Source: an optimization exercise on an open RTL-to-GDS flow (aim: small area, a short achievable clock period and few clock cycles per item). Production flows keep margins and buffers that such runs may drop. In this exercise RTL edits were held to simulation tests only and were not proved equivalent to the original. Power is estimated from default activity; no workload was simulated.

Design qoi_decompressor, start of the top module:
module qoi_decompressor (
    input  wire        rstn,
    input  wire        clk,
    output wire        i_tready,
    input  wire        i_tvalid,
    input  wire        i_tlast,
    input  wire [31:0] i_tdata,      
    input  wire        o_tready,
    output reg         o_tvalid,
    output reg         o_tlast,
    output reg  [ 7:0] o_R, o_G, o_B,
    output wire [31:0] o_width, o_height
);
localparam [2:0] H_MAGIC = 3'd0,
                 H_WIDTH = 3'd1,
                 H_HEIGHT= 3'd2,
                 H_2BYTE = 3'd3,
                 S_DATA  = 3'd4,
                 S_FLUSH = 3'd5;
reg  [ 2:0] state;
reg         finished;       
reg  [15:0] width, height;
assign o_width  = {16'd0, width};
assign o_height = {16'd0, height};
reg  [23:0] prev;           
reg  [ 5:0] hp;             
reg  [15:0] xr, yr;         
reg         done;           
reg         skid_v, skid_last;
reg         c1v;
reg  [31:0] c1;             
reg         c2v;
reg         c2_add;         
reg         c2_idx;         
reg         c2_rec;         
reg  [23:0] c2_opnd;
reg  [ 5:0] c2_hv;          
reg  [ 5:0] c2_hv2, c2_hv3;
reg  [ 5:0] c2_run;         
reg         c3v;
reg         c3_add, c3_idx;
reg  [23:0] c3_opnd;
reg  [ 5:0] c3_hv;
reg  [ 5:0] c3_run;         
reg         c3_run0;        
wire fire    = c3v & ~skid_v & ~done;
wire c3_take = fire & c3_run0;
wire c3_free = ~c3v | c3_take;
wire c2_adv  = c2v & c3_free;
wire c2_free = ~c2v | c3_free;
wire s2_adv  = c1v & c2_free;
wire c1_free = ~c1v | s2_adv;
reg  [ 1:0] rem_cnt;
reg  [23:0] rem;
function [2:0] clen_of(input [7:0] b);
    clen_of = (b[7:6] == 2'b10) ? 3'd2 :
              (b[7:1] == 7'b1111111) ? 3'd4 : 3'd1;
endfunction
function enough_of(input [7:0] b, input [1:0] n);    
    enough_of = (b[7:1] != 7'b1111111) & ((b[7:6] == 2'b10) ? n[1] : (n != 2'd0));
endfunction
reg         enough;         
wire [55:0] m = (rem_cnt == 2'd0) ? {24'h0, i_tdata                } :
                (rem_cnt == 2'd1) ? {16'h0, i_tdata, rem[ 7:0]} :
                (rem_cnt == 2'd2) ? { 8'h0, i_tdata, rem[15:0]} :
                                    {       i_tdata, rem      } ;
wire [2:0] clen = clen_of(m[7:0]);
wire [6:0] m_rgb, m_luma;
genvar gi;
generate for (gi = 0; gi < 7; gi = gi + 1) begin : g_tag
    assign m_rgb[gi]  = (m[8*gi+7:8*gi+1] == 7'b1111111);
  ...
==> flow/config.mk <==
export PLATFORM = sky130hd
export DESIGN_NAME = qoi_decompressor
export DESIGN_NICKNAME = qoi_decompressor
export VERILOG_FILES = /design/flow/design.v
export SDC_FILE = /design/flow/constraint.sdc
export NUM_CORES = 4
export LEC_CHECK = 0
export CAP_MARGIN = 20
export CORE_MARGIN = 2
export CORE_UTILIZATION = 40
export CTS_BUF_LIST = sky130_fd_sc_hd__clkbuf_8
export SLEW_MARGIN = 20
==> flow/constraint.sdc <==
create_clock -name core_clock -period 10.0 [get_ports {clk}]
set_input_delay 2.0000 -clock core_clock [delete_from_list [all_inputs] [get_ports {clk}]]
set_output_delay 2.0000 -clock core_clock [all_outputs]
set_load 0.01 [all_outputs]
standard.sh (not shown) runs the stock make flow with config.mk's settings and CLKGATE_MAP_FILE= SYNTH_SCRIPT=/design/flow/synth_recipe.tcl, a recipe that flattens the netlist after the stock synthesis.
==> flow/flow/run.sh <==
#!/bin/bash
set -euo pipefail
bash standard.sh SETUP_SLACK_MARGIN=6.5 finish > flow_make.log 2>&1
The first run passed the timing, design-rule and antenna checks.
Testbench counts at the start, summed over its fixed seeds: cycles 49,382, pixels 48,510.
Rerun with:
--- a/flow/design.v
+++ b/flow/design.v
@@ -61,91 +61,75 @@
 endfunction
 reg         enough;         
 wire [55:0] m = (rem_cnt == 2'd0) ? {24'h0, i_tdata                } :
                 (rem_cnt == 2'd1) ? {16'h0, i_tdata, rem[ 7:0]} :
                 (rem_cnt == 2'd2) ? { 8'h0, i_tdata, rem[15:0]} :
                                     {       i_tdata, rem      } ;
 wire [2:0] clen = clen_of(m[7:0]);
-wire [6:0] m_rgb, m_luma;
-genvar gi;
-generate for (gi = 0; gi < 7; gi = gi + 1) begin : g_tag
-    assign m_rgb[gi]  = (m[8*gi+7:8*gi+1] == 7'b1111111);
-    assign m_luma[gi] = (m[8*gi+7:8*gi+6] == 2'b10);
-end endgenerate
-wire [1:0] cnt_f = rem_cnt - clen[1:0];    
-wire       rgb_f  = (clen == 3'd1) ? m_rgb[1]  : (clen == 3'd2) ? m_rgb[2]  : m_rgb[4];
-wire       luma_f = (clen == 3'd1) ? m_luma[1] : (clen == 3'd2) ? m_luma[2] : m_luma[4];
-wire       enough_f = ~rgb_f & (luma_f ? cnt_f[1] : (cnt_f != 2'd0));
-reg         st_any, st_w;    
-reg         st_dn;           
+reg         st_any, st_w, st_d;    
 wire c1_free_d = ~c1v | ~c2v | ~c3v | (~skid_v & c3_run0);
-wire data_rdy = st_dn & c1_free_d;
+wire data_rdy = st_d & ~enough & c1_free_d;
 assign i_tready = st_any | (st_w & ~o_tvalid) | data_rdy;
 wire s1_fire = (state == S_DATA) & ~done & c1_free & (enough | (i_tvalid & ~finished));
 wire [15:0] in_be = {i_tdata[23:16], i_tdata[31:24]};    
 reg  [ 2:0] state_n;
 reg         finished_n;
 reg  [ 1:0] rem_cnt_n;
 reg  [23:0] rem_n;
-reg         enough_n;
 always @(*) begin
     state_n    = state;
     finished_n = finished;
     rem_cnt_n  = rem_cnt;
     rem_n      = rem;
-    enough_n   = enough;
     case (state)
         H_MAGIC : if (i_tvalid) state_n = H_WIDTH;
         H_WIDTH : if (i_tvalid & ~o_tvalid) state_n = H_HEIGHT;
         H_HEIGHT: if (i_tvalid) state_n = H_2BYTE;
         H_2BYTE : if (i_tvalid) begin
             state_n    = S_DATA;
             finished_n = 1'b0;
             rem_cnt_n  = 2'd2;
             rem_n      = {8'h0, i_tdata[31:16]};
-            enough_n   = enough_of(i_tdata[23:16], 2'd2);
         end
         S_DATA  : if (done) begin
             state_n   = finished ? H_MAGIC : S_FLUSH;
             rem_cnt_n = 2'd0;
-            enough_n  = 1'b0;
         end else if (s1_fire) begin
             if (~enough) finished_n = i_tlast;
             rem_cnt_n = rem_cnt - clen[1:0];    
             rem_n     = (clen == 3'd1) ? m[31: 8] :
                         (clen == 3'd2) ? m[39:16] : m[55:32];
-            enough_n  = enough_f;
         end
         default : if (i_tvalid & i_tlast) state_n = H_MAGIC;    
     endcase
 end
 always @(posedge clk or negedge rstn)
     if (~rstn) begin
         state    <= H_MAGIC;
         finished <= 1'b0;
         rem_cnt  <= 2'd0;
         enough   <= 1'b0;
         c1v      <= 1'b0;
         st_any   <= 1'b1;
         st_w     <= 1'b0;
-        st_dn    <= 1'b0;
+        st_d     <= 1'b0;
     end else begin
         state    <= state_n;
         finished <= finished_n;
         rem_cnt  <= rem_cnt_n;
-        enough   <= enough_n;
+        enough   <= enough_of(rem_n[7:0], rem_cnt_n);
         if (c1_free) c1v <= s1_fire;
         if (state == S_DATA && done) c1v <= 1'b0;
         st_any   <= (state_n != H_WIDTH) & (state_n != S_DATA);
         st_w     <= (state_n == H_WIDTH);
-        st_dn    <= (state_n == S_DATA) & ~finished_n & ~(done | (fire & last)) & ~enough_n;
+        st_d     <= (state_n == S_DATA) & ~finished_n & ~(done | (fire & last));
     end
 always @(posedge clk) begin
-    if (state == H_WIDTH && ~o_tvalid) width <= in_be;
-    if (state == H_HEIGHT) height <= in_be;
+    if (state == H_WIDTH && i_tvalid && ~o_tvalid) width <= in_be;
+    if (state == H_HEIGHT && i_tvalid) height <= in_be;
     rem <= rem_n;
     if (c1_free) c1 <= m[31:0];
 end
 reg  [17:0] tab [0:63];     
 wire [ 7:0] t0 = c1[7:0];
 wire [ 5:0] ci = t0[5:0];
 wire [17:0] te = tab[ci];
@@ -239,15 +223,15 @@
 wire [ 7:0] a_b = prev[ 7: 0] + c3_opnd[ 7: 0];
 wire        fwd = c3_idx & (c3_hv == hp);
 wire [23:0] p   = c3_add ? {a_r, a_g, a_b} : fwd ? prev : c3_opnd;
 wire [ 5:0] hpn = c3_add ? hp + c3_hv : c3_hv;
 wire        x1  = (xr == 16'd1);
 wire        last = x1 & (yr == 16'd1);
 always @(posedge clk)
-    if (state == H_HEIGHT) begin
+    if (state == H_HEIGHT && i_tvalid) begin
         prev <= 24'd0;
         hp   <= 6'd53;
         xr   <= width;
         yr   <= in_be;
     end else if (fire) begin
         prev <= p;
         hp   <= hpn;
@@ -255,15 +239,15 @@
             xr <= width;
             yr <= yr - 16'd1;
         end else
             xr <= xr - 16'd1;
     end
 always @(posedge clk or negedge rstn)
     if (~rstn) done <= 1'b1;
-    else if (state == H_HEIGHT) done <= 1'b0;
+    else if (state == H_HEIGHT && i_tvalid) done <= 1'b0;
     else if (fire & last) done <= 1'b1;
 wire [ 5:0] w_l2 = prev[21:16] + {prev[12:8] + prev[4:0], 1'b0};
 wire [ 5:0] w_l1 = w_l2 + prev[5:0];
 always @(posedge clk)
     tab[hp] <= {prev[23:22], w_l1, prev[15:14], w_l2, prev[7:6]};
 wire o_free = ~o_tvalid | o_tready;
 always @(posedge clk or negedge rstn)
The new run completed without violations.
Total power increases by 7.2%.
Worst setup slack degrades by 0.078 ns.
Critical path depth is unchanged.
Combinational power increases by about 6%.
Maximum frequency decreases by 1.9%.
Die area decreases by 0.59%.
First-iteration DRC count decreases by 17%.
Count of clock-buffer cells in the layout increases by 2.
Clock power increases by 4.4%.
Testbench counts after the change, summed over its fixed seeds: cycles 49,382, pixels 48,510.


the previous run:
Another version of the RTL of qoi_decompressor (not shown whole).
==> flow/config.mk <==
export PLATFORM = sky130hd
export DESIGN_NAME = qoi_decompressor
export DESIGN_NICKNAME = qoi_decompressor
export VERILOG_FILES = /design/flow/design.v
export SDC_FILE = /design/flow/constraint.sdc
export NUM_CORES = 4
export LEC_CHECK = 0
export CAP_MARGIN = 20
export CORE_MARGIN = 2
export CORE_UTILIZATION = 65
export PLACE_DENSITY = 0.72
export SLEW_MARGIN = 20
==> flow/constraint.sdc <==
create_clock -name core_clock -period 10.0 [get_ports {clk}]
set_input_delay 2.0000 -clock core_clock [delete_from_list [all_inputs] [get_ports {clk}]]
set_output_delay 2.0000 -clock core_clock [all_outputs]
set_load 0.01 [all_outputs]
==> flow/flow/run.sh <==
#!/bin/bash
set -euo pipefail
bash standard.sh 'BUFFER_PORTS_ARGS=-buffer_cell sky130_fd_sc_hd__buf_4' SETUP_SLACK_MARGIN=6.5 finish > flow_make.log 2>&1
Per the final summary, the previous run finished and its layout is clean on timing, DRC and antenna.
Testbench counts of the previous run, summed over its fixed seeds: cycles 49,382, pixels 48,510.
diff inputs: the previous run => the current run
-- flow/design.v --
<<< the previous run, line 79
    assign m_luma[gi] = (m[8*gi+7:8*gi+6] == 2'b10);
end endgenerate
wire [1:0] cnt_f = rem_cnt - clen[1:0];    
wire       rgb_f  = (clen == 3'd1) ? m_rgb[1]  : (clen == 3'd2) ? m_rgb[2]  : m_rgb[4];
wire       luma_f = (clen == 3'd1) ? m_luma[1] : (clen == 3'd2) ? m_luma[2] : m_luma[4];
wire       enough_f = ~rgb_f & (luma_f ? cnt_f[1] : (cnt_f != 2'd0));
reg         st_any, st_w;    
reg         st_dn;           
reg         stw_r;           
reg         c1fd_r;          
assign i_tready = st_any | stw_r | (st_dn & c1fd_r);
wire s1_fire = (state == S_DATA) & ~done & c1_free & (enough | (i_tvalid & ~finished));
wire [15:0] in_be = {i_tdata[23:16], i_tdata[31:24]};    
>>> the current run, line 79
    assign m_luma[gi] = (m[8*gi+7:8*gi+6] == 2'b10);
end endgenerate
wire [1:0] cnt_1 = rem_cnt - 2'd1;
wire [1:0] cnt_2 = rem_cnt - 2'd2;
wire       en_1  = ~m_rgb[1] & (m_luma[1] ? cnt_1[1] : (cnt_1 != 2'd0));
wire       en_2  = ~m_rgb[2] & (m_luma[2] ? cnt_2[1] : (cnt_2 != 2'd0));
wire       en_4  = ~m_rgb[4] & (m_luma[4] ? rem_cnt[1] : (rem_cnt != 2'd0));
wire [1:0] cnt_f    = m_luma[0] ? cnt_2 : m_rgb[0] ? rem_cnt : cnt_1;
wire       enough_f = m_luma[0] ? en_2  : m_rgb[0] ? en_4    : en_1;
reg         it_r;            
assign i_tready = it_r;
wire s1_fire = (state == S_DATA) & ~done & c1_free & (enough | (i_tvalid & ~finished));
wire [15:0] in_be = {i_tdata[23:16], i_tdata[31:24]};    
<<< the previous run, line 118
        end else if (s1_fire) begin
            if (~enough) finished_n = i_tlast;
            rem_cnt_n = rem_cnt - clen[1:0];    
            rem_n     = (clen == 3'd1) ? m[31: 8] :
                        (clen == 3'd2) ? m[39:16] : m[55:32];
            enough_n  = enough_f;
        end
>>> the current run, line 118
        end else if (s1_fire) begin
            if (~enough) finished_n = i_tlast;
            rem_cnt_n = cnt_f;    
            rem_n     = m_luma[0] ? m[39:16] : m_rgb[0] ? m[55:32] : m[31:8];
            enough_n  = enough_f;
        end
<<< the previous run, line 133
        enough   <= 1'b0;
        c1v      <= 1'b0;
        st_any   <= 1'b1;
        st_w     <= 1'b0;
        st_dn    <= 1'b0;
        stw_r    <= 1'b0;
        c1fd_r   <= 1'b1;
    end else begin
        state    <= state_n;
>>> the current run, line 132
        enough   <= 1'b0;
        c1v      <= 1'b0;
        it_r     <= 1'b1;
    end else begin
        state    <= state_n;
<<< the previous run, line 144
        enough   <= enough_n;
        c1v      <= c1v_n;
        st_any   <= (state_n != H_WIDTH) & (state_n != S_DATA);
        st_w     <= (state_n == H_WIDTH);
        stw_r    <= (state_n == H_WIDTH) & ~o_tvalid_n;
        c1fd_r   <= ~c1v_n | ~c2v_n | ~c3v_n | (~skid_v_n & c3_run0_n);
        st_dn    <= (state_n == S_DATA) & ~finished_n & ~(done | (fire & last)) & ~enough_n;
    end
always @(posedge clk) begin
>>> the current run, line 139
        enough   <= enough_n;
        c1v      <= c1v_n;
        it_r     <= ((state_n != H_WIDTH) & (state_n != S_DATA)) |
                    ((state_n == H_WIDTH) & ~o_tvalid_n) |
                    ((state_n == S_DATA) & ~finished_n & ~(done | (fire & last)) & ~enough_n &
                     (~c1v_n | ~c2v_n | ~c3v_n | (~skid_v_n & c3_run0_n)));
    end
always @(posedge clk) begin
The final layout from the current run, which completed every stage, passed the timing, design-rule and antenna checks at the end of the flow.
The area growth from synthesis to final layout of the previous run and that of the current run are within noise of each other.
Compared with the previous run, the current run shows global-route usage lower by 0.43 points.
The current run: share of power burned in the clock network is 0.5 points higher than what the previous run reported.
Changes observed in the current run relative to the previous run: multi-input gate share of the layout cell area barely changed, cell area comparable.
Cmp the previous run and the current run / total design power / lower: the current run
The current run vs the previous run: met2 routed wirelength down
Number of instances resized during post-cts repair up 27% in the current run wrt the previous run
The final clock period utilization by the worst path number comes out lower for the current run vs the previous run.
Changes observed in the current run relative to the previous run: final period demand of the worst path decreased by 19 ps relative to the old numbers, logic gate share of total power increased by 0.4 points relative to the old numbers.
Testbench counts of the current run, summed over its fixed seeds: cycles 49,382, pixels 48,510.

==> port drivers added, routing unchanged <==
Ports are ideal in the flow. The routed layouts listed here were re-timed in OpenROAD. Step 1 (the two cells are an assumption about what drives the block):
set clk [get_ports {clk}]
set_driving_cell -lib_cell sky130_fd_sc_hd__clkbuf_16 $clk
set_driving_cell -lib_cell sky130_fd_sc_hd__buf_2 [delete_from_list [all_inputs] $clk]
Step 2 also shifts input and output timing later by t, the mid clock arrival at the registers, as if the neighbouring blocks saw the same clock. Slacks: no drivers / after step 1 / after step 2; pairs: no drivers / after step 1.
run | t (ns) | setup slack, ns | clock arrival spread, ns | worst data-port slew with drivers (ns) | cell pins on the clock port's net
the first run of note 1 | 1.024 | 5.994 / 5.921 / 5.584 | 0.102 / 0.103 | 0.11 | 1
the second run of note 1 | 1.034 | 5.916 / 5.835 / 5.551 | 0.078 / 0.078 | 0.06 | 1
the previous run | 0.817 | 6.423 / 6.352 / 5.773 | 0.024 / 0.024 | 0.08 | 1
the current run | 0.823 | 6.442 / 6.442 / 5.947 | 0.036 / 0.037 | 0.07 | 1
After both steps every run listed still meets setup and hold. For the previous run, which loses most, drivers alone change the setup slack by -0.071 ns; drivers and shift together by -0.650 ns.
